What follows belongs to an exercise in optimizing a design on an open flow for small area; a production flow would make more cautious choices. RTL that was checked went through simulation tests only; none was proved equivalent to the original. For runs 2 and 4 to 6, only the layout was checked, not whether the RTL still works. No activity file was given, so power comes from the tool's default toggle rates.

===== design.v =====
module diwall_top (
    input  logic        clk,
    input  logic        rst_n,
    input  logic [11:0] csr_addr,
    input  logic [31:0] csr_wdata,
    input  logic [63:0] hpm0,
    input  logic [63:0] hpm1,
    input  logic [63:0] hpm2,
    output logic [1:0]  alert,
    output logic        alert_jamming,
    output logic        detect_done,
    output logic        ewma_done,
    output logic        enable_detect,
    output logic [31:0] ewma_rssi
);
  logic armed;    
  logic en;       
  logic an;       
  logic dd;       
  logic init;     
  logic valid;    
  logic jam;      
  logic        v0, v1;      
  logic [30:2] rx;          
  logic        rs;          
  logic [30:0] q;           
  logic        qs;          
  logic        cy;          
  localparam int CUT = 17;
  wire csr_hit  = (csr_addr == 12'h320);
  wire arm_wr   = csr_hit & ~|csr_wdata;
  wire disarm_wr= csr_hit & &csr_wdata;
  wire busy     = en | an | (dd & init);    
  wire start    = armed & disarm_wr;
  wire ld_init  = start & ~init;
  wire ld_sum   = an & init;
  wire gt0 = (|hpm0[63:6]) | (&hpm0[5:3]);
  wire gt1 = (|hpm1[63:10]) | (hpm1[9] & (hpm1[8] | hpm1[7] |
             (hpm1[6] & (hpm1[5] | (hpm1[4] & (hpm1[3] | hpm1[2]))))));
  logic [30:0] op_r, op_a, op_b, s, c, h, g, sum;
  logic [31:0] k;
  always_comb begin
    op_r = {2'b00, rx[30:2]};
    op_a = {1'b0, q[30:1]};
    op_b = {2'b00, q[30:2]};
    s = op_r ^ op_a ^ op_b;
    c = {(op_r[29:0] & op_a[29:0]) | (op_r[29:0] & op_b[29:0]) | (op_a[29:0] & op_b[29:0]), 1'b0};
    h = s ^ c;
    g = s & c;
    k = '0;
    sum[0] = s[0];
    for (int i = 1; i < 31; i += 2) begin
      logic ci;
      ci = (i == CUT) ? cy : k[i];
      k[i+1] = g[i] | (h[i] & ci);
      sum[i] = h[i] ^ ci;
      if (i < 30) begin
        k[i+2]   = g[i+1] | (h[i+1] & g[i]) | (h[i+1] & h[i] & ci);
        sum[i+1] = h[i+1] ^ k[i+1];
      end
    end
  end
  wire all_hi = &{qs, q[30:8]};
  wire above  = all_hi & q[7] & q[6];
  wire ge_lcl = all_hi & q[7] & (q[6] | q[5] | (q[4] & (q[3] | (q[2] & q[1]))));
  wire jam_nx = above | ~ge_lcl;
  always_ff @(posedge clk, negedge rst_n) begin
    if (!rst_n) begin
      armed <= 1'b0;
      en    <= 1'b0;
      an    <= 1'b0;
      dd    <= 1'b0;
      init  <= 1'b0;
      valid <= 1'b0;
      jam   <= 1'b0;
      qs    <= 1'b0;
      q[0]  <= 1'b0;
    end else begin
      armed <= ~busy & (armed ? ~disarm_wr : arm_wr);
      en    <= start;
      an    <= en;
      dd    <= an;
      init  <= init | dd;
      valid <= valid | ld_sum;
      if (dd & init) jam <= jam_nx;
      if (ld_sum) begin
        qs   <= rs;
        q[0] <= sum[0];
      end
    end
  end
  always_ff @(posedge clk) begin
    cy <= k[CUT];
    if (en) begin
      v0 <= gt0;
      v1 <= gt1;
    end
    if (start) begin
      rs <= hpm2[31];
      rx <= hpm2[30:2];
    end
    if (ld_sum) q[30:1] <= sum[30:1];
    else if (ld_init) q[30:1] <= hpm2[30:1];
  end
  assign enable_detect = en;
  assign detect_done   = dd;
  assign ewma_done     = init ? dd : an;
  assign alert         = {dd & v0, dd & v0 & v1};
  assign alert_jamming = jam;
  assign ewma_rssi     = {qs, q[30:1] & {30{valid}}, q[0]};
endmodule

===== config.mk =====
export PLATFORM = sky130hd
export DESIGN_NAME = diwall_top
export DESIGN_NICKNAME = diwall_top
export VERILOG_FILES = /design/flow/design.v
export SDC_FILE = /design/flow/constraint.sdc
export NUM_CORES = 4
export LEC_CHECK = 0
export CAP_MARGIN = 20
export CORE_MARGIN = 2
export CORE_UTILIZATION = 40
export SLEW_MARGIN = 20

===== flow/run.sh =====
#!/bin/bash
# The standard layout, with the smallest buffer (buf_1) on every input and
# output port, and a clock tree of small buffers without dummy loads.
set -euo pipefail
bash standard.sh BUFFER_PORTS_ARGS="-buffer_cell sky130_fd_sc_hd__buf_1" \
  CTS_ARGS="-sink_clustering_enable -repair_clock_nets -dont_use_dummy_load -buf_list sky130_fd_sc_hd__clkbuf_8 -sink_clustering_size 40 -sink_clustering_max_diameter 300" \
  finish > orfs_make.log 2>&1

===== constraint.sdc =====
create_clock -name core_clock -period 5.0 [get_ports {clk}]
set_input_delay 1.0000 -clock core_clock [delete_from_list [all_inputs] [get_ports {clk}]]
set_output_delay 1.0000 -clock core_clock [all_outputs]
set_load 0.01 [all_outputs]

===== standard.sh =====
#!/bin/bash
# synth_recipe.tcl (not shown) runs the flow's synth.tcl, then flattens the netlist and writes it again
# the make line also repeats each setting of config.mk as NAME=value (left out here)
make -C /OpenROAD-flow-scripts/flow DESIGN_CONFIG=/design/flow/config.mk WORK_HOME=/design/flow/orfs CLKGATE_MAP_FILE= SYNTH_SCRIPT=/design/flow/synth_recipe.tcl "${@:-finish}"

==> summary.txt, run 1 <==
result of the run=complete, no violations; starting density of the core=0.411; Min-Delay Path Depth=0; Post-Route Utilization=0.511; number of max-capacitance violations reported=0; Switch Pwr=249 µW; Cell Chain, Critical Path=fa_1 > ha_1 > fa_1 > a211oi_1 > o21ai_1 > o21a_1 > o311ai_0 > nand2_1 > fa_1 > mux2_2; Yosys top cell by area=sky130_fd_sc_hd__edfxtp_1; number of different library cells in the post-synthesis netlist=43; number of warnings printed during yosys synthesis=1; fraction of synthesized cell area taken by the top area cell type=0.376; worst r2r dst=q[15]; slowest CP cell=sky130_fd_sc_hd__fa_1; leakage power total=0.00221 µW; multi-input gate area in the final layout=2740 µm²; most common cell type on the critical path=sky130_fd_sc_hd__fa_1; average wire per standard cell=18.0 µm; standard-cell rows=40; Worst R2R Path Depth=10; final critical-path setup slack=1.16 ns; DRC marker count from the first detailed-route iteration=215; post-synthesis instance area=4950 µm²; root buffer cell=sky130_fd_sc_hd__clkbuf_8; pre-CTS setup slack=1.16 ns; average vias per placed instance=5.23; overall overflow remaining after global route=0; cell count after synthesis=408; Post-CTS Hold Buffers=0; area of the die=13300 µm²; number of placed I/O pins=276; worst max-slew margin expressed relative to the limit=0.418; register-to-register path setup slack=1.16 ns; RSZ-0062 raised after global routing=false; launch instance of the worst min-delay path=an; required arrival time at the worst endpoint=5.11 ns; clock sinks=72; detailed-placement wirelength estimate=11900 µm; first-pass GRT wire length=22600 µm; kind of capture point of the worst setup path=flip-flop; type of the tightest min-delay check=reg2reg; Switching Share=0.225; number of failing hold endpoints at the final stage=0; final worst-path cycle share=0.768; internal portion of total power=859 µW; maximum clock insertion buffer count=2; endpoint with the worst hold slack=dd; clock tree from TritonCTS=yes; number of global-route vias before repair=4396; Mapped Avg Cell Area=12.1 µm²; total clock buffers created by CTS=9; number of setup violations in the final report=0; detailed-router iteration count before antenna repair=4; total core area=12100 µm²; post-synthesis sequential area ratio=0.425; post-route minimum period=3.84 ns; number of gates resized after cts=0; share of post-route cells with drive strength above 1=0.0510; Max Fanout on Critical Path=4; kind of start point of the critical path=flip-flop; FF-to-FF Start=q[2]; number of antenna violations at the first check in global routing=1; pin count of the biggest net entering global routing=32; clock latency at the later pin of the worst-skew pair=0.36 ns; Gate power share=0.084; total wirelength of the detailed-routed design=14700 µm; Filler Cell Count=1140; Port Buf Inserts=237; highest achievable clock rate=260 MHz; post-CTS setup buffers=0; portion of total power attributed to sequential cells=0.588; count of pins over their slew limit=0; Synth-to-Final Area Change=24.4%; DR vias=4267; die span in y=115 µm; Cell Pwr Density=180 nW/µm²; signal arrival time at the worst endpoint=3.95 ns; clock-pin slew of the registers on the worst-case setup and hold paths=0.07 ns; Register Area=2110 µm²; worst IR drop on VDD=0.108 mV; synthesized net count=717; slew at the pin closest to its max-slew limit=0.873 ns; dominant cells by area after synthesis=sky130_fd_sc_hd__edfxtp_1 (38%), sky130_fd_sc_hd__fa_1 (18%), sky130_fd_sc_hd__ha_1 (6.8%), sky130_fd_sc_hd__nor4_1 (4.8%), sky130_fd_sc_hd__dfrtp_1 (4.5%); number of levels the H-tree was split into=3; skew final=0.0160 ns; clock share of power=0.328; Seq cells post-synth=72; RD Place Congestion=0.889; Die W=115 µm; final-layout setup total negative slack=0 ns; type of the worst setup path=reg2reg; stage delay of the slowest cell on the critical path=0.49 ns; overall track demand over capacity in global routing=0.231; DRC=0; post-layout net count=958; DRT antenna net count=0
## per-layer routing
metal | vias to the layer above | part of all wire | track usage
met4 | 0 | 0.024 | 0.0900
met2 | 173 | 0.49 | 0.384
met3 | 21 | 0.062 | 0.0469
li1 | 2014 | - | -
met1 | 2059 | 0.43 | 0.297
met5 | - | 0 | 0
## sequential cells by signal (all words and copies together) (netlist names)
name   flops
rx        29
q         31
v0         1
v1         1
rs         1
cy         1
init       1
valid      1
dd         1
an         1
en         1
armed      1
qs         1
jam        1
## how the worst max path moves through the flow
stage                     start    end  slack [ns]  depth (start not counted)
floorplan           csr_addr[1]  q[10]        0.80                          4
detailed placement         q[2]  q[15]        1.16                         10
global route               q[2]  q[16]        0.83                         11
finish                     q[2]  q[15]        1.16                         10
global placement           q[2]  q[15]        1.23                         10
CTS                        q[2]  q[15]        1.14                         10
## final cells by class
type / count / area share
clock buffer: 9 / 0.0201
inverter: 18 / 0.0110
sequential: 72 / 0.342
antenna: 1 / 0.000406
tap: 168 / 0.0341
timing repair buffer: 240 / 0.148
multi-input combinational: 308 / 0.444
## layout by cell type, fill, tap and decap left out, types with 11 or more instances in the layout
| cell | n |
|---|---|
| sky130_fd_sc_hd__nand4_1 | 22 |
| sky130_fd_sc_hd__a21oi_1 | 11 |
| sky130_fd_sc_hd__ha_1 | 27 |
| sky130_fd_sc_hd__buf_1 | 237 |
| sky130_fd_sc_hd__nor4_1 | 38 |
| sky130_fd_sc_hd__fa_1 | 44 |
| sky130_fd_sc_hd__and2_1 | 32 |
| sky130_fd_sc_hd__mux2_2 | 16 |
| sky130_fd_sc_hd__inv_1 | 18 |
| sky130_fd_sc_hd__o21ai_0 | 19 |
| sky130_fd_sc_hd__nand2_1 | 27 |
| sky130_fd_sc_hd__edfxtp_1 | 62 |
## through the flow
| step | cell area [µm²] | total power (µW) | hold slack [ns] | instances |
|---|---|---|---|---|
| floorplan | 4950 | 682 | 0.392 | 408 |
| detailed placement | 6040 | 756 | 0.410 | 806 |
| global route | 6160 | 1150 | 0.439 | 816 |
| CTS | 6160 | 1120 | 0.427 | 815 |
| finish | 6160 | 1110 | 0.429 | 816 |
| global placement | 6040 | 753 | 0.409 | 806 |
## logic make-up (layout without fill, tap and decap cells)
| logic type | after synthesis | after routing | share of synthesized area |
|---|---|---|---|
| DFF | 72 | 72 | 0.425 |
| AOI/OAI and AO/OA | 58 | 58 | 0.0738 |
| and+or+nand+nor | 150 | 150 | 0.173 |
| muxes | 16 | 16 | 0.0364 |
| buffers and inverters | 28 | 267 | 0.0222 |
| xor gates and xnor gates | 13 | 13 | 0.0230 |
| adders and majority gates | 71 | 71 | 0.246 |
| other | 0 | 1 | 0 |
## cell usage after synthesis, drive strengths merged
library cell and count:
a211o 1, mux2 16, a21oi 12, a211oi 1, or3 1, nor4b 2, dfxtp 1, a31o 2
fa 44, edfxtp 62, o211ai 3, o21a 5, nand2b 1, nor4bb 1, o21ai 22, ha 27
a31oi 1, a2111o 1, nand4b 2, nand4 22, nand3 6, or2 1, or4 2, inv 18
xor2 3, nor3 6, a21o 7, o31ai 2, nand2 27, nor4 38, nor2 6, xnor2 10
dfrtp 9, and3 3, and2 32, buf 2, o311ai 1, clkbuf 8
## worst max-delay path, delay by kind of cell (launching register included)
kind | cells | cell delay, ns
muxes | 1 | 0.26
adders and majority gates | 4 | 1.65
and+or+nand+nor | 1 | 0.14
AOI/OAI and AO/OA | 4 | 1.08
DFF | 1 | 0.46
## power by group through the flow
stage          Combinational [µW]  Clock [µW]  Sequential, µW
6_report                     92.5         363             651
5_1_grt                       102         396             651
4_1_cts                      91.6         375             651
3_5_place_dp                 91.0           0             664
3_3_place_gp                 88.3           0             664
2_1_floorplan                17.8           0             665
==> inputs of run 2 (changes only) <==
--- a/design.v
+++ b/design.v
@@ -27,6 +27,7 @@
   logic        qs;          
   logic        cy;          
   localparam int CUT = 17;
+  localparam logic [30:0] LOOK = 31'h2aa8aaaa;
   wire csr_hit  = (csr_addr == 12'h320);
   wire arm_wr   = csr_hit & ~|csr_wdata;
   wire disarm_wr= csr_hit & &csr_wdata;
@@ -49,14 +50,16 @@
     g = s & c;
     k = '0;
     sum[0] = s[0];
-    for (int i = 1; i < 31; i += 2) begin
+    for (int i = 1; i < 31; i++) begin
       logic ci;
-      ci = (i == CUT) ? cy : k[i];
-      k[i+1] = g[i] | (h[i] & ci);
-      sum[i] = h[i] ^ ci;
-      if (i < 30) begin
-        k[i+2]   = g[i+1] | (h[i+1] & g[i]) | (h[i+1] & h[i] & ci);
-        sum[i+1] = h[i+1] ^ k[i+1];
+      if (!LOOK[i-1]) begin
+        ci = (i == CUT) ? cy : k[i];
+        k[i+1] = g[i] | (h[i] & ci);
+        sum[i] = h[i] ^ ci;
+        if (LOOK[i]) begin
+          k[i+2]   = g[i+1] | (h[i+1] & g[i]) | (h[i+1] & h[i] & ci);
+          sum[i+1] = h[i+1] ^ k[i+1];
+        end
       end
     end
   end
==> flow/run.sh (replaced) <==
#!/bin/bash
# The standard layout, with the smallest buffer (buf_1) on every input and
# output port, and a clock tree of small buffers without dummy loads.
set -euo pipefail
bash standard.sh BUFFER_PORTS_ARGS="-buffer_cell sky130_fd_sc_hd__buf_1" \
  CTS_ARGS="-sink_clustering_enable -repair_clock_nets -dont_use_dummy_load -buf_list sky130_fd_sc_hd__clkbuf_4" \
  finish > orfs_make.log 2>&1
==> run 2 against run 1 <==
Cell count is 3.4% lower. Clock-buffer cell count stayed put. Area after synthesis fell by 0.45%. Clock power shrank 28%. First-iteration DRC count fell by 24%. Hold slack improved by 0.0019 ns. Flip-flop and latch count is the same. Still clean. Critical path type unchanged. Highest routed layer unchanged. Critical path depth up 2. Non-clock buffer count did not move.
==> summary.txt, run 2 <==
post-synthesis sequential area ratio=0.427 (was 0.425); fraction of synthesized cell area taken by the top area cell type=0.378 (was 0.376); number of setup violations in the final report=0 (unchanged); number of antenna violations at the first check in global routing=1 (unchanged); number of cells on the critical path=12 (was 10); Gate power share=0.088 (was 0.084); maximum clock insertion buffer count=2 (unchanged); standard-cell rows=40 (unchanged); most used cells in the layout excluding fill and tap cells=sky130_fd_sc_hd__buf_1 (237), sky130_fd_sc_hd__edfxtp_1 (62), sky130_fd_sc_hd__fa_1 (45), sky130_fd_sc_hd__nor4_1 (39), sky130_fd_sc_hd__and2_1 (31) (was sky130_fd_sc_hd__buf_1 (237), sky130_fd_sc_hd__edfxtp_1 (62), sky130_fd_sc_hd__fa_1 (44), sky130_fd_sc_hd__nor4_1 (38), sky130_fd_sc_hd__and2_1 (32)); standard cell area after detailed placement=5990 µm² (was 6040 µm²); cell with the most instances after synthesis=sky130_fd_sc_hd__edfxtp_1 (unchanged); Overall Power=1000 µW (was 1110 µW); starting density of the core=0.410 (was 0.411); Compound-Gate Fraction of Synth Area=0.0751 (was 0.0738); number of flip-flops under the largest register name=31 (unchanged); clock latency at the later pin of the worst-skew pair=0.40 ns (was 0.36 ns); Post-CTS Hold Buffers=0 (unchanged); clock tree from TritonCTS=yes (unchanged); share of synthesized area spent on multiplexers=0.0365 (was 0.0364); first-pass GRT wire length=21300 µm (was 22600 µm); dominant cells by area after synthesis=sky130_fd_sc_hd__edfxtp_1 (38%), sky130_fd_sc_hd__fa_1 (18%), sky130_fd_sc_hd__ha_1 (6.3%), sky130_fd_sc_hd__nor4_1 (4.9%), sky130_fd_sc_hd__dfrtp_1 (4.6%) (was sky130_fd_sc_hd__edfxtp_1 (38%), sky130_fd_sc_hd__fa_1 (18%), sky130_fd_sc_hd__ha_1 (6.8%), sky130_fd_sc_hd__nor4_1 (4.8%), sky130_fd_sc_hd__dfrtp_1 (4.5%)); worst r2r dst=q[29] (was q[15]); root buffer cell=sky130_fd_sc_hd__clkbuf_4 (was sky130_fd_sc_hd__clkbuf_8); total core area=12000 µm² (was 12100 µm²); final critical-path setup slack=0.982 ns (was 1.16 ns); Switching Share=0.218 (was 0.225); overall overflow remaining after global route=0 (unchanged); Port Buf Inserts=237 (unchanged); pin count of the biggest net entering global routing=51 (was 32); Mapped Avg Cell Area=12.3 µm² (was 12.1 µm²); number of failing hold endpoints at the final stage=0 (unchanged); Switch Pwr=218 µW (was 249 µW); RSZ-0062 raised after global routing=false (unchanged); number of max-capacitance violations reported=0 (unchanged); Die W=115 µm (about the same); CP Capture Point=q[29] (was q[15]); skew final=0.0262 ns (was 0.0160 ns); count of pins over their slew limit=0 (unchanged); Register Area=2110 µm² (unchanged); total clock buffers created by CTS=9 (unchanged); slew at the pin closest to its max-slew limit=0.830 ns (was 0.873 ns); Cell Chain, Critical Path=inv_1 > fa_1 > inv_1 > fa_1 > fa_1 > a211oi_2 > o21bai_1 > o311ai_2 > a21oi_1 > o41a_1 > fa_1 > mux2_2 (was fa_1 > ha_1 > fa_1 > a211oi_1 > o21ai_1 > o21a_1 > o311ai_0 > nand2_1 > fa_1 > mux2_2); Post-Route Utilization=0.504 (was 0.511); signal arrival time at the worst endpoint=4.16 ns (was 3.95 ns); clock sinks=72 (unchanged); final worst-path cycle share=0.804 (was 0.768); detailed-router iteration count before antenna repair=4 (unchanged); number of placed I/O pins=276 (unchanged); WP buf/inv=2 (was 0); clock share of power=0.261 (was 0.328); dominant register cell in the synthesized netlist=sky130_fd_sc_hd__edfxtp_1 (unchanged); FFs w/ async S/R, synth=0.125 (unchanged); launch instance of the worst min-delay path=an (unchanged); required arrival time at the worst endpoint=5.15 ns (was 5.11 ns); leading cell type in the layout, fill and taps excluded=sky130_fd_sc_hd__buf_1 (unchanged); cell family with most CP delay=adder cells (unchanged); adder and majority cell fraction of the synthesized area=0.246 (about the same); internal portion of total power=781 µW (was 859 µW); kind of capture point of the worst setup path=flip-flop (unchanged); DRC marker count from the first detailed-route iteration=163 (was 215); post-CTS setup buffers=0 (unchanged); cell count after synthesis=400 (was 408); register with the highest flop count=q (unchanged); Cell Pwr Density=165 nW/µm² (was 180 nW/µm²); number of gates resized after cts=0 (unchanged); average vias per placed instance=5.26 (was 5.23); slowest CP cell=sky130_fd_sc_hd__fa_1 (unchanged); xor/xnor cell area share of the yosys netlist=0.0213 (was 0.0230); number of global-route vias before repair=4455 (was 4396); fraction of the mapped netlist area in simple logic gates=0.170 (was 0.173); detailed-placement wirelength estimate=10700 µm (was 11900 µm); register-to-register path setup slack=0.98 ns (was 1.16 ns); leakage power total=0.00216 µW (was 0.00221 µW); Yosys top cell by area=sky130_fd_sc_hd__edfxtp_1 (unchanged); multi-input gate area in the final layout=2710 µm² (was 2740 µm²); Filler Cell Count=1151 (was 1140); registers with the highest flip-flop counts=q x31, rx x29 (unchanged); portion of total power attributed to sequential cells=0.651 (was 0.588); number of warnings printed during yosys synthesis=1 (unchanged); highest achievable clock rate=249 MHz (was 260 MHz); FF-to-FF Start=q[18] (was q[2]); post-layout net count=950 (was 958); RD Place Congestion=0.831 (was 0.889); number of different library cells in the post-synthesis netlist=45 (was 43); kind of start point of the critical path=flip-flop (unchanged); most common cell type on the critical path=sky130_fd_sc_hd__fa_1 (unchanged); Max Fanout on Critical Path=4 (unchanged); combinational family with the most area after synthesis=adder cells (unchanged); Synth-to-Final Area Change=22.9% (was 24.4%); average wire per standard cell=16.9 µm (was 18.0 µm); number of levels the H-tree was split into=3 (unchanged); synthesized net count=708 (was 717); worst max-slew margin expressed relative to the limit=0.447 (was 0.418); type of the tightest min-delay check=reg2reg (unchanged); total wirelength of the detailed-routed design=13300 µm (was 14700 µm); number of synthesized flops with an enable pin=62 (unchanged); stage delay of the slowest cell on the critical path=0.50 ns (was 0.49 ns); type of the worst setup path=reg2reg (unchanged); pre-CTS setup slack=0.998 ns (was 1.16 ns); DR vias=4147 (was 4267); DRC=0 (unchanged); worst IR drop on VDD=0.0968 mV (was 0.108 mV); overall track demand over capacity in global routing=0.212 (was 0.231); CP Launch Point=q[18] (was q[2]); Worst R2R Path Depth=12 (was 10); post-route minimum period=4.02 ns (was 3.84 ns); Non-Filler Cell Area, Final=6060 µm² (was 6160 µm²); result of the run=complete, no violations (unchanged); DRT antenna net count=0 (unchanged); most instantiated cells after synthesis=sky130_fd_sc_hd__edfxtp_1 (62), sky130_fd_sc_hd__fa_1 (45), sky130_fd_sc_hd__nor4_1 (39), sky130_fd_sc_hd__and2_1 (31), sky130_fd_sc_hd__ha_1 (25) (was sky130_fd_sc_hd__edfxtp_1 (62), sky130_fd_sc_hd__fa_1 (44), sky130_fd_sc_hd__nor4_1 (38), sky130_fd_sc_hd__and2_1 (32)); clock-pin slew of the registers on the worst-case setup and hold paths=0.11 ns (was 0.07 ns); die span in y=115 µm (about the same); final-layout setup total negative slack=0 ns (unchanged); share of post-route cells with drive strength above 1=0.0594 (was 0.0510); post-synthesis instance area=4930 µm² (was 4950 µm²); area of the die=13200 µm² (was 13300 µm²); Seq cells post-synth=72 (unchanged)
-- run 2: changes by cell type after synthesis, moves of 2 or more --
cell                       change
sky130_fd_sc_hd__clkbuf_1      -2
sky130_fd_sc_hd__o21a_1        -3
sky130_fd_sc_hd__o211ai_1      -3
sky130_fd_sc_hd__a21oi_1       -6
sky130_fd_sc_hd__and3_1        -2
sky130_fd_sc_hd__nand2b_1      +2
sky130_fd_sc_hd__a21o_2        +2
sky130_fd_sc_hd__o2111a_1      +2
sky130_fd_sc_hd__ha_1          -2
sky130_fd_sc_hd__nand2_1       -5
sky130_fd_sc_hd__nor2_1        +4
sky130_fd_sc_hd__o21ai_0       +3
sky130_fd_sc_hd__inv_1         +2
sky130_fd_sc_hd__a211oi_2      +2
-- run 2: power groups by stage --
stage	Sequential (µW)	Clock, µW	Combinational [µW]
after floorplan	665	0	17.9
after global placement	664	0	83.8
after detailed placement	664	0	87.5
after CTS	651	277	88.0
after global routing	651	300	98.5
final	651	261	87.8
-- run 2: layer usage --
layer | GRT usage | up-vias | wire length, µm
li1 | - | 1988 | -
met1 | 0.268 | 1996 | 5660
met2 | 0.374 | 144 | 6670
met3 | 0.0374 | 19 | 772
met4 | 0.0618 | 0 | 234
met5 | 0 | - | 0
-- run 2: metrics by stage --
step | std cells | hold slack, ns
after floorplan | 400 | 0.395
after global placement | 778 | 0.401
after detailed placement | 778 | 0.411
after CTS | 787 | 0.434
after global routing | 788 | 0.451
final | 788 | 0.431
-- run 2: how the worst min path moves through the flow --
stage | cells after the start | slack [ns] | endpoint
after floorplan | 0 | 0.39 | dd
after global placement | 0 | 0.40 | dd
after detailed placement | 0 | 0.41 | dd
after CTS | 0 | 0.43 | dd
after global routing | 0 | 0.45 | dd
final | 0 | 0.43 | dd
-- run 2: kinds of logic (layout without fill, tap and decap cells) --
| kind of cell | Yosys count | count (layout) |
|---|---|---|
| simple gates | 147 | 147 |
| other cells | 0 | 1 |
| fa+ha+maj | 70 | 70 |
| flops | 72 | 72 |
| buf+inv | 29 | 269 |
| mux | 16 | 16 |
| xor+xnor | 12 | 12 |
| compound gates | 54 | 54 |
-- run 2: cell type report --
class / instances / area share
repair buffers: 240 / 0.151
flip-flops and latches: 72 / 0.348
multi-input cells: 299 / 0.447
diodes: 1 / 0.000413
inverters: 20 / 0.0124
well taps: 147 / 0.0304
clock buffers: 9 / 0.0112
==> inputs of run 3 (changes only) <==
--- a/design.v
+++ b/design.v
@@ -27,7 +27,7 @@
   logic        qs;          
   logic        cy;          
   localparam int CUT = 17;
-  localparam logic [30:0] LOOK = 31'h2aa8aaaa;
+  localparam logic [30:0] LOOK = 31'h22a8aaa2;
   wire csr_hit  = (csr_addr == 12'h320);
   wire arm_wr   = csr_hit & ~|csr_wdata;
   wire disarm_wr= csr_hit & &csr_wdata;
==> run 3 against run 2 <==
Via count is 2.7% lower. Highest routed layer unchanged. Clock skew increased by 0.012 ns. Cell area shrank 1.7%. Cell count decreased by 3.0%. Still clean on timing, DRC and antenna. Largest power group unchanged. Maximum frequency down 14%. Critical path depth up 2. Wire length fell by 5.3%. Combinational power grew 1%. Critical path type unchanged.
==> summary.txt, run 3 <==
result of the run=complete, no violations (unchanged); total core area=11900 µm² (was 12000 µm²); number of antenna violations at the first check in global routing=1 (unchanged); FFs w/ async S/R, synth=0.125 (unchanged); final-layout setup total negative slack=0 ns (unchanged); number of warnings printed during yosys synthesis=1 (unchanged); number of max-capacitance violations reported=0 (unchanged); dominant cells by area after synthesis=sky130_fd_sc_hd__edfxtp_1 (39%), sky130_fd_sc_hd__fa_1 (20%), sky130_fd_sc_hd__ha_1 (5.5%), sky130_fd_sc_hd__nor4_1 (5.1%), sky130_fd_sc_hd__dfrtp_1 (4.7%) (was sky130_fd_sc_hd__edfxtp_1 (38%), sky130_fd_sc_hd__fa_1 (18%), sky130_fd_sc_hd__ha_1 (6.3%), sky130_fd_sc_hd__nor4_1 (4.9%), sky130_fd_sc_hd__dfrtp_1 (4.6%)); number of setup violations in the final report=0 (unchanged); total clock buffers created by CTS=9 (unchanged); Die W=114 µm (was 115 µm); endpoint with the worst hold slack=dd (unchanged); DR vias=4036 (was 4147); worst max-slew margin expressed relative to the limit=0.456 (was 0.447); RSZ-0062 raised after global routing=false (unchanged); Switching Share=0.221 (was 0.218); post-synthesis instance area=4820 µm² (was 4930 µm²); clock latency at the later pin of the worst-skew pair=0.41 ns (was 0.40 ns); Gate power share=0.089 (was 0.088); RD Place Congestion=0.899 (was 0.831); Mapped Avg Cell Area=12.9 µm² (was 12.3 µm²); leading cell type in the layout, fill and taps excluded=sky130_fd_sc_hd__buf_1 (unchanged); most instantiated cells after synthesis=sky130_fd_sc_hd__edfxtp_1 (62), sky130_fd_sc_hd__fa_1 (47), sky130_fd_sc_hd__nor4_1 (39), sky130_fd_sc_hd__and2_1 (32), sky130_fd_sc_hd__nand4_1 (23) (was sky130_fd_sc_hd__edfxtp_1 (62), sky130_fd_sc_hd__fa_1 (45), sky130_fd_sc_hd__nor4_1 (39), sky130_fd_sc_hd__and2_1 (31), sky130_fd_sc_hd__ha_1 (25)); dominant register cell in the synthesized netlist=sky130_fd_sc_hd__edfxtp_1 (unchanged); share of post-route cells with drive strength above 1=0.0633 (was 0.0594); number of global-route vias before repair=4130 (was 4455); number of synthesized flops with an enable pin=62 (unchanged); slew at the pin closest to its max-slew limit=0.817 ns (was 0.830 ns); post-layout net count=924 (was 950); starting density of the core=0.406 (was 0.410); average vias per placed instance=5.28 (was 5.26); type of the tightest min-delay check=reg2reg (unchanged); average wire per standard cell=16.5 µm (was 16.9 µm); registers with the highest flip-flop counts=q x31, rx x29 (unchanged); kind of start point of the critical path=flip-flop (unchanged); final worst-path cycle share=0.932 (was 0.804); leakage power total=0.00210 µW (was 0.00216 µW); worst IR drop on VDD=0.105 mV (was 0.0968 mV); pre-CTS setup slack=0.355 ns (was 0.998 ns); count of pins over their slew limit=0 (unchanged); worst r2r dst=q[29] (unchanged); DRC marker count from the first detailed-route iteration=184 (was 163); cell with the most instances after synthesis=sky130_fd_sc_hd__edfxtp_1 (unchanged); number of different library cells in the post-synthesis netlist=43 (was 45); detailed-placement wirelength estimate=10200 µm (was 10700 µm); DRC=0 (unchanged); cell count after synthesis=375 (was 400); detailed-router iteration count before antenna repair=5 (was 4); DRT antenna net count=0 (unchanged); clock-pin slew of the registers on the worst-case setup and hold paths=0.11 ns (about the same); fraction of synthesized cell area taken by the top area cell type=0.386 (was 0.378); post-synthesis sequential area ratio=0.437 (was 0.427); Yosys top cell by area=sky130_fd_sc_hd__edfxtp_1 (unchanged); FF-to-FF Start=q[18] (unchanged); number of flip-flops under the largest register name=31 (unchanged); Overall Power=1000 µW (about the same); clock sinks=72 (unchanged); type of the worst setup path=reg2reg (unchanged); overall overflow remaining after global route=0 (unchanged); Switch Pwr=222 µW (was 218 µW); register with the highest flop count=q (unchanged); number of levels the H-tree was split into=3 (unchanged); number of placed I/O pins=276 (unchanged); Post-CTS Hold Buffers=0 (unchanged); maximum clock insertion buffer count=2 (unchanged); internal portion of total power=782 µW (was 781 µW); number of failing hold endpoints at the final stage=0 (unchanged); signal arrival time at the worst endpoint=4.82 ns (was 4.16 ns); total wirelength of the detailed-routed design=12600 µm (was 13300 µm); Post-Route Utilization=0.502 (was 0.504); portion of total power attributed to sequential cells=0.648 (was 0.651); highest achievable clock rate=215 MHz (was 249 MHz); launch instance of the worst min-delay path=an (unchanged); post-CTS setup buffers=0 (unchanged); clock tree from TritonCTS=yes (unchanged); Max Fanout on Critical Path=4 (unchanged); synthesized net count=681 (was 708); die span in y=114 µm (was 115 µm); pin count of the biggest net entering global routing=47 (was 51); Seq cells post-synth=72 (unchanged); Worst R2R Path Depth=14 (was 12); root buffer cell=sky130_fd_sc_hd__clkbuf_4 (unchanged); standard-cell rows=40 (unchanged); number of gates resized after cts=0 (unchanged); most used cells in the layout excluding fill and tap cells=sky130_fd_sc_hd__buf_1 (237), sky130_fd_sc_hd__edfxtp_1 (62), sky130_fd_sc_hd__fa_1 (47), sky130_fd_sc_hd__nor4_1 (39), sky130_fd_sc_hd__and2_1 (32) (was sky130_fd_sc_hd__buf_1 (237), sky130_fd_sc_hd__edfxtp_1 (62), sky130_fd_sc_hd__fa_1 (45), sky130_fd_sc_hd__nor4_1 (39), sky130_fd_sc_hd__and2_1 (31)); Synth-to-Final Area Change=23.5% (was 22.9%); kind of capture point of the worst setup path=flip-flop (unchanged); Min-Delay Path Depth=0 (unchanged); overall track demand over capacity in global routing=0.206 (was 0.212); area of the die=12900 µm² (was 13200 µm²); skew final=0.0382 ns (was 0.0262 ns); Port Buf Inserts=237 (unchanged); post-route minimum period=4.66 ns (was 4.02 ns); register-to-register path setup slack=0.34 ns (was 0.98 ns); required arrival time at the worst endpoint=5.16 ns (was 5.15 ns); clock share of power=0.263 (was 0.261); first-pass GRT wire length=20600 µm (was 21300 µm); Cell Pwr Density=169 nW/µm² (was 165 nW/µm²); final critical-path setup slack=0.340 ns (was 0.982 ns)
run 3: changes by cell type after synthesis, moves of 3 or more:
cell	before	now
sky130_fd_sc_hd__a21o_1	6	9
sky130_fd_sc_hd__nand2_1	22	17
sky130_fd_sc_hd__o21ai_0	23	17
sky130_fd_sc_hd__inv_1	20	15
sky130_fd_sc_hd__nor2_1	10	7
sky130_fd_sc_hd__ha_1	25	21
sky130_fd_sc_hd__mux2_2	16	20
run 3: power by group through the flow:
stage	Sequential [µW]	Clock [µW]	Combinational, µW
final	651	265	88.9
after detailed placement	664	0	88.1
after CTS	651	278	88.6
after global placement	665	0	84.9
after global routing	651	298	99.9
after floorplan	665	0	18.2
run 3: how the worst max path moves through the flow:
stage           startpoint  slack, ns  endpoint
2_1_floorplan  csr_addr[1]       0.58     q[10]
3_3_place_gp         q[18]       0.39     q[29]
3_5_place_dp         q[18]       0.36     q[29]
4_1_cts              q[18]       0.29     q[29]
5_1_grt              q[19]       0.07     q[29]
6_report             q[18]       0.34     q[29]
run 3: metal layers:
metal | up-vias | track usage | share of wire
li1 | 1906 | - | -
met1 | 1932 | 0.285 | 0.44
met2 | 186 | 0.343 | 0.48
met3 | 12 | 0.0377 | 0.074
met4 | 0 | 0.0455 | 0.0070
met5 | - | 0 | 0
run 3: logic make-up after synthesis:
| logic type | count (synthesis) | synth area share |
|---|---|---|
| AND/OR/NAND/NOR | 136 | 0.165 |
| flip-flops | 72 | 0.437 |
| adder cells (fa/ha/maj) | 68 | 0.250 |
| AO/OA/AOI/OAI | 46 | 0.0646 |
| buffers and inverters | 23 | 0.0189 |
| multiplexers | 20 | 0.0467 |
| XOR/XNOR | 10 | 0.0182 |
run 3: final cells by class:
cell class	instances	area, µm²
Tap cell	147	184
Antenna cell	1	2.50
Inverter	15	56.3
Multi-Input combinational cell	280	2630
Timing Repair Buffer	240	912
Clock buffer	9	67.6
Fill cell	1119	5910
Sequential cell	72	2110
run 3: worst max-delay path, cell delays in order (launching register included):
cell,delay (ns)
sky130_fd_sc_hd__edfxtp_1,0.43
sky130_fd_sc_hd__inv_1,0.08
sky130_fd_sc_hd__fa_1,0.51
sky130_fd_sc_hd__inv_1,0.05
sky130_fd_sc_hd__fa_1,0.40
sky130_fd_sc_hd__fa_1,0.46
sky130_fd_sc_hd__a21o_1,0.22
sky130_fd_sc_hd__a211oi_1,0.29
sky130_fd_sc_hd__o21ai_0,0.16
sky130_fd_sc_hd__nand4_1,0.11
sky130_fd_sc_hd__nand2_1,0.08
sky130_fd_sc_hd__fa_1,0.45
sky130_fd_sc_hd__fa_1,0.46
sky130_fd_sc_hd__fa_1,0.45
sky130_fd_sc_hd__mux2_2,0.27
run 3: metrics by stage:
| stage | hold slack [ns] | instances | area (µm²) |
|---|---|---|---|
| after global placement | 0.406 | 754 | 5880 |
| final | 0.397 | 764 | 5950 |
| after detailed placement | 0.408 | 754 | 5880 |
| after CTS | 0.398 | 763 | 5950 |
| after global routing | 0.403 | 763 | 5950 |
| after floorplan | 0.395 | 375 | 4820 |
==> inputs of run 4 (changes only) <==
--- a/design.v
+++ b/design.v
@@ -27,7 +27,7 @@
   logic        qs;          
   logic        cy;          
   localparam int CUT = 17;
-  localparam logic [30:0] LOOK = 31'h22a8aaa2;
+  localparam logic [30:0] LOOK = 31'h22aaa8a2;
   wire csr_hit  = (csr_addr == 12'h320);
   wire arm_wr   = csr_hit & ~|csr_wdata;
   wire disarm_wr= csr_hit & &csr_wdata;
==> flow/run.sh (replaced) <==
#!/bin/bash
# The standard layout, with the smallest buffer (buf_1) on every input and
# output port, and a clock tree of small buffers without dummy loads.
set -euo pipefail
bash standard.sh BUFFER_PORTS_ARGS="-buffer_cell sky130_fd_sc_hd__buf_1" \
  CTS_ARGS="-sink_clustering_enable -repair_clock_nets -dont_use_dummy_load -buf_list sky130_fd_sc_hd__clkbuf_4 -root_buf sky130_fd_sc_hd__clkbuf_8 -tree_buf sky130_fd_sc_hd__clkbuf_4" \
  finish > orfs_make.log 2>&1
==> run 4 against run 3 <==
The layout now fails its checks (negative setup slack). Highest routed layer unchanged. First-iteration DRC count fell by 17%. Clock power rose by 34%. Combinational power rose by 0.4%.
==> summary.txt, run 4 <==
post-route minimum period=5.04 ns (was 4.66 ns); maximum clock insertion buffer count=2 (unchanged); number of antenna violations at the first check in global routing=0 (was 1); Yosys top cell by area=sky130_fd_sc_hd__edfxtp_1 (unchanged); synthesized net count=678 (was 681); CP Launch Point=q[2] (was q[18]); Worst R2R Path Depth=17 (was 14); average wire per standard cell=16.2 µm (was 16.5 µm); overall overflow remaining after global route=0 (unchanged); cell count after synthesis=372 (was 375); registers with the highest flip-flop counts=q x31, rx x29 (unchanged); kind of start point of the critical path=flip-flop (unchanged); dominant register cell in the synthesized netlist=sky130_fd_sc_hd__edfxtp_1 (unchanged); number of global-route vias before repair=4182 (was 4130); detailed-router iteration count before antenna repair=4 (was 5); root buffer cell=sky130_fd_sc_hd__clkbuf_8 (was sky130_fd_sc_hd__clkbuf_4); overall track demand over capacity in global routing=0.200 (was 0.206); starting density of the core=0.406 (about the same); RD Place Congestion=0.938 (was 0.899); final critical-path setup slack=-0.0430 ns (was 0.340 ns); count of pins over their slew limit=0 (unchanged); kind of capture point of the worst setup path=flip-flop (unchanged); standard-cell rows=40 (unchanged); Post-CTS Hold Buffers=0 (unchanged); register-to-register path setup slack=-0.04 ns (was 0.34 ns); required arrival time at the worst endpoint=5.07 ns (was 5.16 ns); FFs w/ async S/R, synth=0.125 (unchanged); routed wire length on met3=779 µm (was 936 µm); highest achievable clock rate=198 MHz (was 215 MHz); total core area=11900 µm² (unchanged); final worst-path cycle share=1.01 (was 0.932); number of synthesized flops with an enable pin=62 (unchanged); register with the highest flop count=q (unchanged); Max Fanout on Critical Path=2 (was 4); met2 WL=5970 µm (was 6060 µm); number of levels the H-tree was split into=3 (unchanged); number of max-capacitance violations reported=0 (unchanged); Post-Route Utilization=0.514 (was 0.502); number of flip-flops under the largest register name=31 (unchanged); cell with the most instances after synthesis=sky130_fd_sc_hd__edfxtp_1 (unchanged); worst r2r dst=q[15] (was q[29]); most instantiated cells after synthesis=sky130_fd_sc_hd__edfxtp_1 (62), sky130_fd_sc_hd__fa_1 (47), sky130_fd_sc_hd__nor4_1 (34), sky130_fd_sc_hd__and2_1 (32), sky130_fd_sc_hd__nand4_1 (22) (was sky130_fd_sc_hd__edfxtp_1 (62), sky130_fd_sc_hd__fa_1 (47), sky130_fd_sc_hd__nor4_1 (39), sky130_fd_sc_hd__and2_1 (32), sky130_fd_sc_hd__nand4_1 (23)); Mapped Avg Cell Area=12.9 µm² (about the same); number of placed I/O pins=276 (unchanged); DR vias=4007 (was 4036); area of the die=12900 µm² (about the same); Port Buf Inserts=237 (unchanged); DRC marker count from the first detailed-route iteration=152 (was 184); DRT antenna net count=0 (unchanged); slew at the pin closest to its max-slew limit=0.985 ns (was 0.817 ns); number of setup violations in the final report=1 (was 0); type of the tightest min-delay check=reg2reg (unchanged); signal arrival time at the worst endpoint=5.12 ns (was 4.82 ns); cell count after placement=755 (was 754); wire length on met1=5610 µm (was 5550 µm); clock-pin slew of the registers on the worst-case setup and hold paths=0.08 ns (was 0.11 ns); worst IR drop on VDD=0.133 mV (was 0.105 mV); skew final=0.0310 ns (was 0.0382 ns); Min-Delay Path Depth=0 (unchanged); type of the worst setup path=reg2reg (unchanged); launch instance of the worst min-delay path=an (unchanged); Antenna Cells=0 (was 1); Final Non-Filler Cells=768 (was 764); Filler Cell Count=1092 (was 1119); FF-to-FF Start=q[2] (was q[18]); result of the run=failed layout checks (was complete, no violations); final-layout setup total negative slack=-0.0430 ns (was 0 ns); leakage power total=0.00211 µW (was 0.00210 µW); endpoint with the worst hold slack=dd (unchanged); fraction of synthesized cell area taken by the top area cell type=0.387 (was 0.386); clock latency at the later pin of the worst-skew pair=0.34 ns (was 0.41 ns); Synth-to-Final Area Change=26.6% (was 23.5%); average vias per placed instance=5.22 (was 5.28); pin count of the biggest net entering global routing=47 (unchanged); Cell Pwr Density=180 nW/µm² (was 169 nW/µm²); clock tree from TritonCTS=yes (unchanged); RSZ-0062 raised after global routing=true (was false); DRC=0 (unchanged); first-pass GRT wire length=20400 µm (was 20600 µm); post-synthesis sequential area ratio=0.438 (was 0.437); Register Area=2110 µm² (unchanged); Seq cells post-synth=72 (unchanged); clock sinks=72 (unchanged); number of different library cells in the post-synthesis netlist=40 (was 43); post-synthesis instance area=4810 µm² (was 4820 µm²); number of failing hold endpoints at the final stage=0 (unchanged); number of warnings printed during yosys synthesis=1 (unchanged); detailed-placement wirelength estimate=9970 µm (was 10200 µm); leading cell type in the layout, fill and taps excluded=sky130_fd_sc_hd__buf_1 (unchanged); multi-input gate area in the final layout=2660 µm² (was 2630 µm²); share of post-route cells with drive strength above 1=0.0950 (was 0.0633); die span in y=114 µm (about the same); Die W=114 µm (about the same); worst hold slack after final layout=0.441 ns (was 0.397 ns); worst max-slew margin expressed relative to the limit=0.341 (was 0.456); total clock buffers created by CTS=9 (unchanged); total wirelength of the detailed-routed design=12400 µm (was 12600 µm); most used cells in the layout excluding fill and tap cells=sky130_fd_sc_hd__buf_1 (237), sky130_fd_sc_hd__edfxtp_1 (62), sky130_fd_sc_hd__fa_1 (40), sky130_fd_sc_hd__nor4_1 (34), sky130_fd_sc_hd__and2_1 (32) (was sky130_fd_sc_hd__buf_1 (237), sky130_fd_sc_hd__edfxtp_1 (62), sky130_fd_sc_hd__fa_1 (47), sky130_fd_sc_hd__nor4_1 (39), sky130_fd_sc_hd__and2_1 (32)); checks that blocked a clean result=negative setup slack; top metal layer carrying routed signals=met4 (unchanged); post-layout net count=929 (was 924); dominant cells by area after synthesis=sky130_fd_sc_hd__edfxtp_1 (39%), sky130_fd_sc_hd__fa_1 (20%), sky130_fd_sc_hd__ha_1 (5.5%), sky130_fd_sc_hd__dfrtp_1 (4.7%), sky130_fd_sc_hd__mux2_2 (4.7%) (was sky130_fd_sc_hd__edfxtp_1 (39%), sky130_fd_sc_hd__fa_1 (20%), sky130_fd_sc_hd__ha_1 (5.5%), sky130_fd_sc_hd__nor4_1 (5.1%), sky130_fd_sc_hd__dfrtp_1 (4.7%))
==> run 4: cell count changes after synthesis, sizes merged, moves of 2 or more <==
cell and change:
inv -4, a21o -3, a211oi -2, a21oi +4, o21ai -2, nand2b +2, nand3 +2, or2 +2
==> run 4: worst max-delay path, stage by stage (launching register included) <==
cell	delay, ns
sky130_fd_sc_hd__edfxtp_1	0.43
sky130_fd_sc_hd__fa_1	0.49
sky130_fd_sc_hd__ha_2	0.20
sky130_fd_sc_hd__fa_2	0.34
sky130_fd_sc_hd__fa_2	0.35
sky130_fd_sc_hd__fa_2	0.35
sky130_fd_sc_hd__a21o_1	0.16
sky130_fd_sc_hd__a21o_1	0.16
sky130_fd_sc_hd__a21o_1	0.16
sky130_fd_sc_hd__a21o_1	0.16
sky130_fd_sc_hd__fa_2	0.34
sky130_fd_sc_hd__fa_2	0.35
sky130_fd_sc_hd__a21o_1	0.18
sky130_fd_sc_hd__a21o_1	0.18
sky130_fd_sc_hd__a31oi_2	0.19
sky130_fd_sc_hd__nand2b_1	0.09
sky130_fd_sc_hd__fa_2	0.40
sky130_fd_sc_hd__mux2_2	0.26
==> run 4: worst max-delay path by stage <==
stage             to  slack (ns)  depth (start not counted)
6_report       q[15]       -0.04                         17
5_1_grt        q[15]       -0.21                         17
4_1_cts        q[15]       -0.07                         17
3_5_place_dp   q[15]       -0.16                         17
3_3_place_gp   q[15]       -0.12                         17
2_1_floorplan  q[15]       -0.02                         17
==> run 4: cell families after synthesis <==
family	share of synthesized area
adder cells (fa/ha/maj)	0.250
flip-flops	0.438
XOR/XNOR	0.0182
AO/OA/AOI/OAI	0.0525
AND/OR/NAND/NOR	0.178
buffers and inverters	0.0161
multiplexers	0.0468
==> run 4: where the power goes <==
group | switching (µW) | internal [µW]
logic | 41.7 | 47.6
clock network | 195 | 161
registers | 0 | 651
total | 237 | 860
==> run 4: layer usage <==
metal / up-vias / track usage
met1: 1956 / 0.285
met5: - / 0
met2: 142 / 0.330
li1: 1903 / -
met3: 6 / 0.0308
met4: 0 / 0.0423
==> run 4: repair_timing <==
item / in CTS / in global routing
pin swaps: 2 / 1
gates resized for setup: 4 / 1
setup buffers: 3 / 1
cloned: 0 / 0
setup endpoints to repair: 4 / 4
==> run 4: final cells by class <==
type,instances,share of cell area
multi-input combinational,281,0.437
inverter,11,0.00678
timing repair buffer,248,0.160
sequential,72,0.346
tap,147,0.0302
clock buffer,9,0.0203
==> run 4: through the flow <==
step	cell area [µm²]	total power (µW)	worst slack, ns
6_report	6090	1100	-0.0430
3_5_place_dp	5920	753	-0.164
2_1_floorplan	4830	683	-0.0216
3_3_place_gp	5920	750	-0.118
4_1_cts	6080	1110	-0.0681
5_1_grt	6090	1140	-0.205
==> inputs of run 5 (changes only) <==
==> flow/run.sh (replaced) <==
#!/bin/bash
# The standard layout, with the smallest buffer (buf_1) on every input and
# output port, and a clock tree of small buffers without dummy loads.
set -euo pipefail
bash standard.sh BUFFER_PORTS_ARGS="-buffer_cell sky130_fd_sc_hd__buf_1" \
  CTS_ARGS="-sink_clustering_enable -repair_clock_nets -dont_use_dummy_load -buf_list \"sky130_fd_sc_hd__clkbuf_4 sky130_fd_sc_hd__clkbuf_8\"" \
  finish > orfs_make.log 2>&1
==> run 5 against run 4 <==
Synthesized cell count stayed put. The run now fails in clock tree synthesis. Area after synthesis stayed put.
==> summary.txt, run 5 <==
fraction of synthesized cell area taken by the top area cell type=0.387 (unchanged); stage at which the run stopped=clock tree synthesis; Die W=114 µm (unchanged); number of synthesized flops with an enable pin=62 (unchanged); cell count after placement=755 (unchanged); dominant register cell in the synthesized netlist=sky130_fd_sc_hd__edfxtp_1 (unchanged); number of placed I/O pins=276 (unchanged); post-synthesis sequential area ratio=0.438 (unchanged); FFs w/ async S/R, synth=0.125 (unchanged); dominant cells by area after synthesis=sky130_fd_sc_hd__edfxtp_1 (39%), sky130_fd_sc_hd__fa_1 (20%), sky130_fd_sc_hd__ha_1 (5.5%), sky130_fd_sc_hd__dfrtp_1 (4.7%), sky130_fd_sc_hd__mux2_2 (4.7%) (unchanged); RD Place Congestion=0.938 (unchanged); most instantiated cells after synthesis=sky130_fd_sc_hd__edfxtp_1 (62), sky130_fd_sc_hd__fa_1 (47), sky130_fd_sc_hd__nor4_1 (34), sky130_fd_sc_hd__and2_1 (32), sky130_fd_sc_hd__nand4_1 (22) (unchanged); Seq cells post-synth=72 (unchanged); post-synthesis instance area=4810 µm² (unchanged); die span in y=114 µm (unchanged); starting density of the core=0.406 (unchanged); cell with the most instances after synthesis=sky130_fd_sc_hd__edfxtp_1 (unchanged); cell count after synthesis=372 (unchanged); number of different library cells in the post-synthesis netlist=40 (unchanged); number of warnings printed during yosys synthesis=1 (unchanged); detailed-placement wirelength estimate=9970 µm (unchanged); result of the run=stopped before the end (was failed layout checks); Yosys top cell by area=sky130_fd_sc_hd__edfxtp_1 (unchanged); Mapped Avg Cell Area=12.9 µm² (unchanged); error that halted the flow=[ERROR STA-0564] clock_tree_synthesis positional arguments not supported.; pre-CTS setup slack=-0.164 ns (unchanged); synthesized net count=678 (unchanged); Port Buf Inserts=237 (unchanged); standard-cell rows=40 (unchanged)
[run 5: cell counts after synthesis]
Identical to the previous run, type by type.
[run 5: through the flow]
stage / instance area [µm²] / power, µW / utilization / TNS, ns
after detailed placement: 5920 / 753 / 0.499 / -0.332
after floorplan: 4830 / 683 / - / -0.0216
after global placement: 5920 / 750 / 0.499 / -0.206
[run 5: how the worst max path moves through the flow]
stage | end | from | slack (ns) | cells past startpoint
2_1_floorplan | q[15] | q[2] | -0.02 | 17
3_5_place_dp | q[15] | q[2] | -0.16 | 17
3_3_place_gp | q[15] | q[2] | -0.12 | 17
[run 5: power groups by stage]
stage	Combinational [µW]	Clock [µW]	Sequential, µW
after floorplan	18.6	0	665
after global placement	85.5	0	664
after detailed placement	88.5	0	664
[run 5: cell families after synthesis]
family	share of synthesized area
DFF	0.438
adders and majority gates	0.250
xor gates and xnor gates	0.0182
buffers and inverters	0.0161
and+or+nand+nor	0.178
AOI/OAI and AO/OA	0.0525
muxes	0.0468
==> inputs of run 6 (changes only) <==
==> flow/run.sh (replaced) <==
#!/bin/bash
# The standard layout, with the smallest buffer (buf_1) on every input and
# output port, and a clock tree of small buffers without dummy loads.
set -euo pipefail
bash standard.sh BUFFER_PORTS_ARGS="-buffer_cell sky130_fd_sc_hd__buf_1" \
  CTS_ARGS="-sink_clustering_enable -repair_clock_nets -dont_use_dummy_load -buf_list {sky130_fd_sc_hd__clkbuf_4 sky130_fd_sc_hd__clkbuf_8}" \
  finish > orfs_make.log 2>&1
==> run 6 against run 5 <==
The layout now fails its checks (negative setup slack). Synthesized cell count did not move. Area after synthesis is the same.
==> summary.txt, run 6 <==
most instantiated cells after synthesis=sky130_fd_sc_hd__edfxtp_1 (62), sky130_fd_sc_hd__fa_1 (47), sky130_fd_sc_hd__nor4_1 (34), sky130_fd_sc_hd__and2_1 (32), sky130_fd_sc_hd__nand4_1 (22) (unchanged); detailed-placement wirelength estimate=9970 µm (unchanged); total wirelength of the detailed-routed design=12400 µm; RD Place Congestion=0.938 (unchanged); Cell Pwr Density=180 nW/µm²; required arrival time at the worst endpoint=5.07 ns; final critical-path setup slack=-0.0430 ns; number of cells on the critical path=17; share of post-route cells with drive strength above 1=0.0950; portion of total power attributed to sequential cells=0.594; number of synthesized flops with an enable pin=62 (unchanged); Post-Route Utilization=0.514; Cell Chain, Critical Path=fa_1 > ha_2 > fa_2 > fa_2 > fa_2 > a21o_1 > a21o_1 > a21o_1 > a21o_1 > fa_2 > fa_2 > a21o_1 > a21o_1 > a31oi_2 > nand2b_1 > fa_2 > mux2_2; cell count after synthesis=372 (unchanged); internal portion of total power=860 µW; number of different library cells in the post-synthesis netlist=40 (unchanged); DRC=0; detailed-router iteration count before antenna repair=4; WP buf/inv=0; clock share of power=0.325; Post-CTS Hold Buffers=0; worst r2r dst=q[15]; CP Launch Point=q[2]; post-synthesis sequential area ratio=0.438 (unchanged); DR vias=4007; clock tree from TritonCTS=yes; register-to-register path setup slack=-0.04 ns; leading cell type in the layout, fill and taps excluded=sky130_fd_sc_hd__buf_1; most used cells in the layout excluding fill and tap cells=sky130_fd_sc_hd__buf_1 (237), sky130_fd_sc_hd__edfxtp_1 (62), sky130_fd_sc_hd__fa_1 (40), sky130_fd_sc_hd__nor4_1 (34), sky130_fd_sc_hd__and2_1 (32); FFs w/ async S/R, synth=0.125 (unchanged); Synth-to-Final Area Change=26.6%; registers with the highest flip-flop counts=q x31, rx x29; post-synthesis instance area=4810 µm² (unchanged); dominant cells by area after synthesis=sky130_fd_sc_hd__edfxtp_1 (39%), sky130_fd_sc_hd__fa_1 (20%), sky130_fd_sc_hd__ha_1 (5.5%), sky130_fd_sc_hd__dfrtp_1 (4.7%), sky130_fd_sc_hd__mux2_2 (4.7%) (unchanged); worst hold slack after final layout=0.441 ns; root buffer cell=sky130_fd_sc_hd__clkbuf_8; number of levels the H-tree was split into=3; number of antenna violations at the first check in global routing=0; Gate power share=0.081; cell family with most CP delay=adder cells; number of max-capacitance violations reported=0; Seq cells post-synth=72 (unchanged); cell with the most instances after synthesis=sky130_fd_sc_hd__edfxtp_1 (unchanged); number of global-route vias before repair=4182; Yosys top cell by area=sky130_fd_sc_hd__edfxtp_1 (unchanged); average vias per placed instance=5.22; Non-Filler Cell Area, Final=6090 µm²; checks that blocked a clean result=negative setup slack; Worst R2R Path Depth=17; first-pass GRT wire length=20400 µm; stage delay of the slowest cell on the critical path=0.49 ns; dominant register cell in the synthesized netlist=sky130_fd_sc_hd__edfxtp_1 (unchanged); pin count of the biggest net entering global routing=47; number of flip-flops under the largest register name=31; post-layout net count=929; clock sinks=72; type of the worst setup path=reg2reg; clock latency at the later pin of the worst-skew pair=0.34 ns; Min-Delay Path Depth=0; clock-pin slew of the registers on the worst-case setup and hold paths=0.08 ns; slowest CP cell=sky130_fd_sc_hd__fa_1; Die W=114 µm (unchanged); Switch Pwr=237 µW; standard-cell rows=40 (unchanged); final worst-path cycle share=1.01; synthesized net count=678 (unchanged); number of placed I/O pins=276 (unchanged); overall overflow remaining after global route=0; signal arrival time at the worst endpoint=5.12 ns; DRT antenna net count=0; die span in y=114 µm (unchanged); skew final=0.0310 ns; standard cell area after detailed placement=5920 µm² (unchanged); count of pins over their slew limit=0; FF-to-FF Start=q[2]; Antenna Cells=0; total core area=11900 µm²; RSZ-0062 raised after global routing=true; post-route minimum period=5.04 ns; leakage power total=0.00211 µW; highest achievable clock rate=198 MHz; number of setup violations in the final report=1; launch instance of the worst min-delay path=an; worst max-slew margin expressed relative to the limit=0.341; starting density of the core=0.406 (unchanged); number of failing hold endpoints at the final stage=0; endpoint with the worst hold slack=dd; DRC marker count from the first detailed-route iteration=152; Max Fanout on Critical Path=2; slew at the pin closest to its max-slew limit=0.985 ns; result of the run=failed layout checks (was stopped before the end); register with the highest flop count=q; Mapped Avg Cell Area=12.9 µm² (unchanged); kind of start point of the critical path=flip-flop; kind of capture point of the worst setup path=flip-flop; Switching Share=0.216; fraction of synthesized cell area taken by the top area cell type=0.387 (unchanged); area of the die=12900 µm²; average wire per standard cell=16.2 µm; type of the tightest min-delay check=reg2reg; Port Buf Inserts=237 (unchanged); overall track demand over capacity in global routing=0.200; total clock buffers created by CTS=9; maximum clock insertion buffer count=2; number of warnings printed during yosys synthesis=1 (unchanged); worst IR drop on VDD=0.133 mV
==> run 6: cell counts after synthesis <==
Identical to the previous run, type by type.
==> run 6: worst max-delay path by stage <==
stage | endpoint | slack [ns]
5_1_grt | q[15] | -0.21
4_1_cts | q[15] | -0.07
3_5_place_dp | q[15] | -0.16
6_report | q[15] | -0.04
2_1_floorplan | q[15] | -0.02
3_3_place_gp | q[15] | -0.12
==> run 6: logic make-up (layout without fill, tap and decap cells) <==
logic type / count (synthesis) / after routing / share of synthesized area
compound gates: 41 / 41 / 0.0525
xor+xnor: 10 / 10 / 0.0182
fa+ha+maj: 68 / 68 / 0.250
buf+inv: 19 / 268 / 0.0161
flops: 72 / 72 / 0.438
mux: 20 / 20 / 0.0468
simple gates: 142 / 142 / 0.178
==> run 6: per-stage QoR <==
step	power, µW	setup TNS, ns	std cells	worst slack [ns]
3_5_place_dp	753	-0.332	755	-0.164
6_report	1100	-0.0430	768	-0.0430
3_3_place_gp	750	-0.206	755	-0.118
4_1_cts	1110	-0.114	767	-0.0681
2_1_floorplan	683	-0.0216	372	-0.0216
5_1_grt	1140	-0.447	768	-0.205
==> run 6: worst reg2reg max path, cell delays in order (launching register included) <==
cell                       delay [ns]
sky130_fd_sc_hd__edfxtp_1        0.43
sky130_fd_sc_hd__fa_1            0.49
sky130_fd_sc_hd__ha_2            0.20
sky130_fd_sc_hd__fa_2            0.34
sky130_fd_sc_hd__fa_2            0.35
sky130_fd_sc_hd__fa_2            0.35
sky130_fd_sc_hd__a21o_1          0.16
sky130_fd_sc_hd__a21o_1          0.16
sky130_fd_sc_hd__a21o_1          0.16
sky130_fd_sc_hd__a21o_1          0.16
sky130_fd_sc_hd__fa_2            0.34
sky130_fd_sc_hd__fa_2            0.35
sky130_fd_sc_hd__a21o_1          0.18
sky130_fd_sc_hd__a21o_1          0.18
sky130_fd_sc_hd__a31oi_2         0.19
sky130_fd_sc_hd__nand2b_1        0.09
sky130_fd_sc_hd__fa_2            0.40
sky130_fd_sc_hd__mux2_2          0.26
==> run 6: routing by layer <==
layer / vias to the layer above / GRT usage / wire length (µm)
met1: 1956 / 0.285 / 5610
li1: 1903 / - / -
met2: 142 / 0.330 / 5970
met3: 6 / 0.0308 / 779
met4: 0 / 0.0423 / 69
met5: - / 0 / 0
==> run 6: power groups by stage <==
stage	logic (µW)	registers, µW	clock network, µW
final	89.3	651	356
after global routing	100	651	390
after CTS	89.1	651	366
after detailed placement	88.5	664	0
after global placement	85.5	664	0
after floorplan	18.6	665	0
==> run 6: cell type report <==
class | count | area (µm²)
Clock buffer | 9 | 124
Fill cell | 1092 | 5770
Inverter | 11 | 41.3
Multi-Input combinational cell | 281 | 2660
Sequential cell | 72 | 2110
Tap cell | 147 | 184
Timing Repair Buffer | 248 | 972
==> run 6: repair_timing <==
item,in CTS,in global routing
resized for setup,4,1
endpoints found under the setup margin,4,4
buffers inserted,3,1
gates cloned,0,0
hold endpoints to repair,0,0
pin swaps,2,1
==> inputs of run 7 (changes only) <==
--- a/design.v
+++ b/design.v
@@ -27,7 +27,7 @@
   logic        qs;          
   logic        cy;          
   localparam int CUT = 17;
-  localparam logic [30:0] LOOK = 31'h22aaa8a2;
+  localparam logic [30:0] LOOK = 31'h22a8aaa2;
   wire csr_hit  = (csr_addr == 12'h320);
   wire arm_wr   = csr_hit & ~|csr_wdata;
   wire disarm_wr= csr_hit & &csr_wdata;
==> run 7 against run 6 <==
Combinational power down 0.4%. Maximum frequency increased by 8.3%. Register-to-register slack better by 0.38 ns. Cell area fell by 1.3%. Power is essentially flat. Clock-buffer cell count unchanged. Clock power is essentially flat. First-iteration DRC count increased by 16%. The run now finishes clean.
==> summary.txt, run 7 <==
number of synthesized flops with an enable pin=62 (unchanged); post-layout net count=924 (was 929); adder and majority cell fraction of the synthesized area=0.250 (about the same); combinational family with the most area after synthesis=adder cells (unchanged); average vias per placed instance=5.28 (was 5.22); final worst-path cycle share=0.932 (was 1.01); Mapped Avg Cell Area=12.9 µm² (about the same); Max Fanout on Critical Path=4 (was 2); RSZ-0062 raised after global routing=false (was true); DRC=0 (unchanged); kind of capture point of the worst setup path=flip-flop (unchanged); average wire per standard cell=16.6 µm (was 16.2 µm); Port Buf Inserts=237 (unchanged); starting density of the core=0.406 (about the same); clock tree from TritonCTS=yes (unchanged); Compound-Gate Fraction of Synth Area=0.0646 (was 0.0525); Die W=114 µm (about the same); detailed-placement wirelength estimate=10200 µm (was 9970 µm); cell count after synthesis=375 (was 372); maximum clock insertion buffer count=2 (unchanged); number of gates resized after cts=0 (was 4); result of the run=complete, no violations (was failed layout checks); Filler Cell Count=1115 (was 1092); fraction of synthesized cell area taken by the top area cell type=0.386 (was 0.387); post-synthesis instance area=4820 µm² (was 4810 µm²); number of global-route vias before repair=4129 (was 4182); number of failing hold endpoints at the final stage=0 (unchanged); number of warnings printed during yosys synthesis=1 (unchanged); clock latency at the later pin of the worst-skew pair=0.35 ns (was 0.34 ns); type of the tightest min-delay check=reg2reg (unchanged); number of setup violations in the final report=0 (was 1); Synth-to-Final Area Change=24.7% (was 26.6%); kind of start point of the critical path=flip-flop (unchanged); cell with the most instances after synthesis=sky130_fd_sc_hd__edfxtp_1 (unchanged); total core area=11900 µm² (unchanged); count of pins over their slew limit=0 (unchanged); die span in y=114 µm (about the same); clock sinks=72 (unchanged); Yosys top cell by area=sky130_fd_sc_hd__edfxtp_1 (unchanged); dominant cells by area after synthesis=sky130_fd_sc_hd__edfxtp_1 (39%), sky130_fd_sc_hd__fa_1 (20%), sky130_fd_sc_hd__ha_1 (5.5%), sky130_fd_sc_hd__nor4_1 (5.1%), sky130_fd_sc_hd__dfrtp_1 (4.7%) (was sky130_fd_sc_hd__edfxtp_1 (39%), sky130_fd_sc_hd__fa_1 (20%), sky130_fd_sc_hd__ha_1 (5.5%), sky130_fd_sc_hd__dfrtp_1 (4.7%), sky130_fd_sc_hd__mux2_2 (4.7%)); highest achievable clock rate=215 MHz (was 198 MHz); worst hold slack after final layout=0.404 ns (was 0.441 ns); number of levels the H-tree was split into=3 (unchanged); number of placed I/O pins=276 (unchanged); number of antenna violations at the first check in global routing=1 (was 0); overall track demand over capacity in global routing=0.208 (was 0.200); Overall Power=1100 µW (about the same); final critical-path setup slack=0.342 ns (was -0.0430 ns); RD Place Congestion=0.899 (was 0.938); internal portion of total power=859 µW (was 860 µW); area of the die=12900 µm² (about the same); most instantiated cells after synthesis=sky130_fd_sc_hd__edfxtp_1 (62), sky130_fd_sc_hd__fa_1 (47), sky130_fd_sc_hd__nor4_1 (39), sky130_fd_sc_hd__and2_1 (32), sky130_fd_sc_hd__nand4_1 (23) (was sky130_fd_sc_hd__edfxtp_1 (62), sky130_fd_sc_hd__fa_1 (47), sky130_fd_sc_hd__nor4_1 (34), sky130_fd_sc_hd__and2_1 (32), sky130_fd_sc_hd__nand4_1 (22)); total clock buffers created by CTS=9 (unchanged); dominant register cell in the synthesized netlist=sky130_fd_sc_hd__edfxtp_1 (unchanged); detailed-router iteration count before antenna repair=5 (was 4); Register Area=2110 µm² (unchanged); pin count of the biggest net entering global routing=47 (unchanged); DRC marker count from the first detailed-route iteration=177 (was 152); slew at the pin closest to its max-slew limit=0.845 ns (was 0.985 ns); synthesized net count=681 (was 678); share of post-route cells with drive strength above 1=0.0633 (was 0.0950); clock share of power=0.325 (about the same); Post-CTS Hold Buffers=0 (unchanged); portion of total power attributed to sequential cells=0.594 (about the same); multi-input gate area in the final layout=2630 µm² (was 2660 µm²); registers with the highest flip-flop counts=q x31, rx x29 (unchanged); most used cells in the layout excluding fill and tap cells=sky130_fd_sc_hd__buf_1 (237), sky130_fd_sc_hd__edfxtp_1 (62), sky130_fd_sc_hd__fa_1 (47), sky130_fd_sc_hd__nor4_1 (39), sky130_fd_sc_hd__and2_1 (32) (was sky130_fd_sc_hd__buf_1 (237), sky130_fd_sc_hd__edfxtp_1 (62), sky130_fd_sc_hd__fa_1 (40), sky130_fd_sc_hd__nor4_1 (34), sky130_fd_sc_hd__and2_1 (32)); leakage power total=0.00212 µW (was 0.00211 µW); FFs w/ async S/R, synth=0.125 (unchanged); post-synthesis sequential area ratio=0.437 (was 0.438); Seq cells post-synth=72 (unchanged)
-- run 7: cell types whose count changed after synthesis, sizes merged, moves of 2 or more --
cell    change
a21o        +3
a21oi       -4
a211oi      +2
o21ai       +2
nand3       -2
nand2b      -2
or2         -2
inv         +4
-- run 7: kinds of logic after synthesis --
group	Yosys count
xor gates and xnor gates	10
AOI/OAI and AO/OA	46
and+or+nand+nor	136
muxes	20
adders and majority gates	68
buffers and inverters	23
DFF	72
-- run 7: power groups by stage --
stage / Combinational, µW / Sequential, µW / Clock [µW]
after global placement: 84.9 / 665 / 0
final: 88.9 / 652 / 357
after floorplan: 18.2 / 665 / 0
after global routing: 99.9 / 651 / 392
after CTS: 88.6 / 651 / 370
after detailed placement: 88.1 / 664 / 0
-- run 7: worst paths after layout --
kind	startpoint	endpoint	slack [ns]	cells after the start
hold / removal	an	dd	0.40	0
hold reg to reg	an	dd	0.40	0
setup / recovery	q[18]	q[29]	0.34	14
max in group asynchronous	rst_n	en	3.89	1
min in group asynchronous	rst_n	q[0]	0.66	1
setup reg to reg	q[18]	q[29]	0.34	14
-- run 7: critical path, stage by stage, from the launching register on --
cell,delay [ns]
sky130_fd_sc_hd__edfxtp_1,0.41
sky130_fd_sc_hd__inv_1,0.08
sky130_fd_sc_hd__fa_1,0.51
sky130_fd_sc_hd__inv_1,0.05
sky130_fd_sc_hd__fa_1,0.40
sky130_fd_sc_hd__fa_1,0.46
sky130_fd_sc_hd__a21o_1,0.22
sky130_fd_sc_hd__a211oi_1,0.29
sky130_fd_sc_hd__o21ai_0,0.16
sky130_fd_sc_hd__nand4_1,0.11
sky130_fd_sc_hd__nand2_1,0.08
sky130_fd_sc_hd__fa_1,0.45
sky130_fd_sc_hd__fa_1,0.46
sky130_fd_sc_hd__fa_1,0.45
sky130_fd_sc_hd__mux2_2,0.27
-- run 7: cell type report --
| class | instances | share of cell area |
|---|---|---|
| Multi-Input combinational cell | 280 | 0.437 |
| Sequential cell | 72 | 0.351 |
| Timing Repair Buffer | 240 | 0.152 |
| Tap cell | 147 | 0.0306 |
| Clock buffer | 9 | 0.0206 |
| Inverter | 15 | 0.00937 |
| Antenna cell | 1 | 0.000416 |
-- run 7: stage by stage --
| step | cells | cell area (µm²) | util |
|---|---|---|---|
| finish | 764 | 6010 | 0.507 |
| global route | 763 | 6010 | 0.507 |
| CTS | 763 | 6010 | 0.507 |
| detailed placement | 754 | 5880 | 0.496 |
| global placement | 754 | 5880 | 0.496 |
| floorplan | 375 | 4820 | - |
-- run 7: metal layers --
layer  global-route usage  routed length, µm  up-vias  share of wire
met5                    0                  0        -              0
met2                0.344               6080      180           0.48
met4               0.0455                113        0         0.0089
met1                0.285               5630     1944           0.44
met3               0.0425                877       15          0.069
li1                     -                  -     1898              -

Check on run 7: ideal ports give 0.342 ns setup slack; a clkbuf_16 on the clock port and buf_2 on the inputs give 0.342 ns; moving port delays by the midpoint clock arrival (0.369 ns) as well gives 0.342 ns.
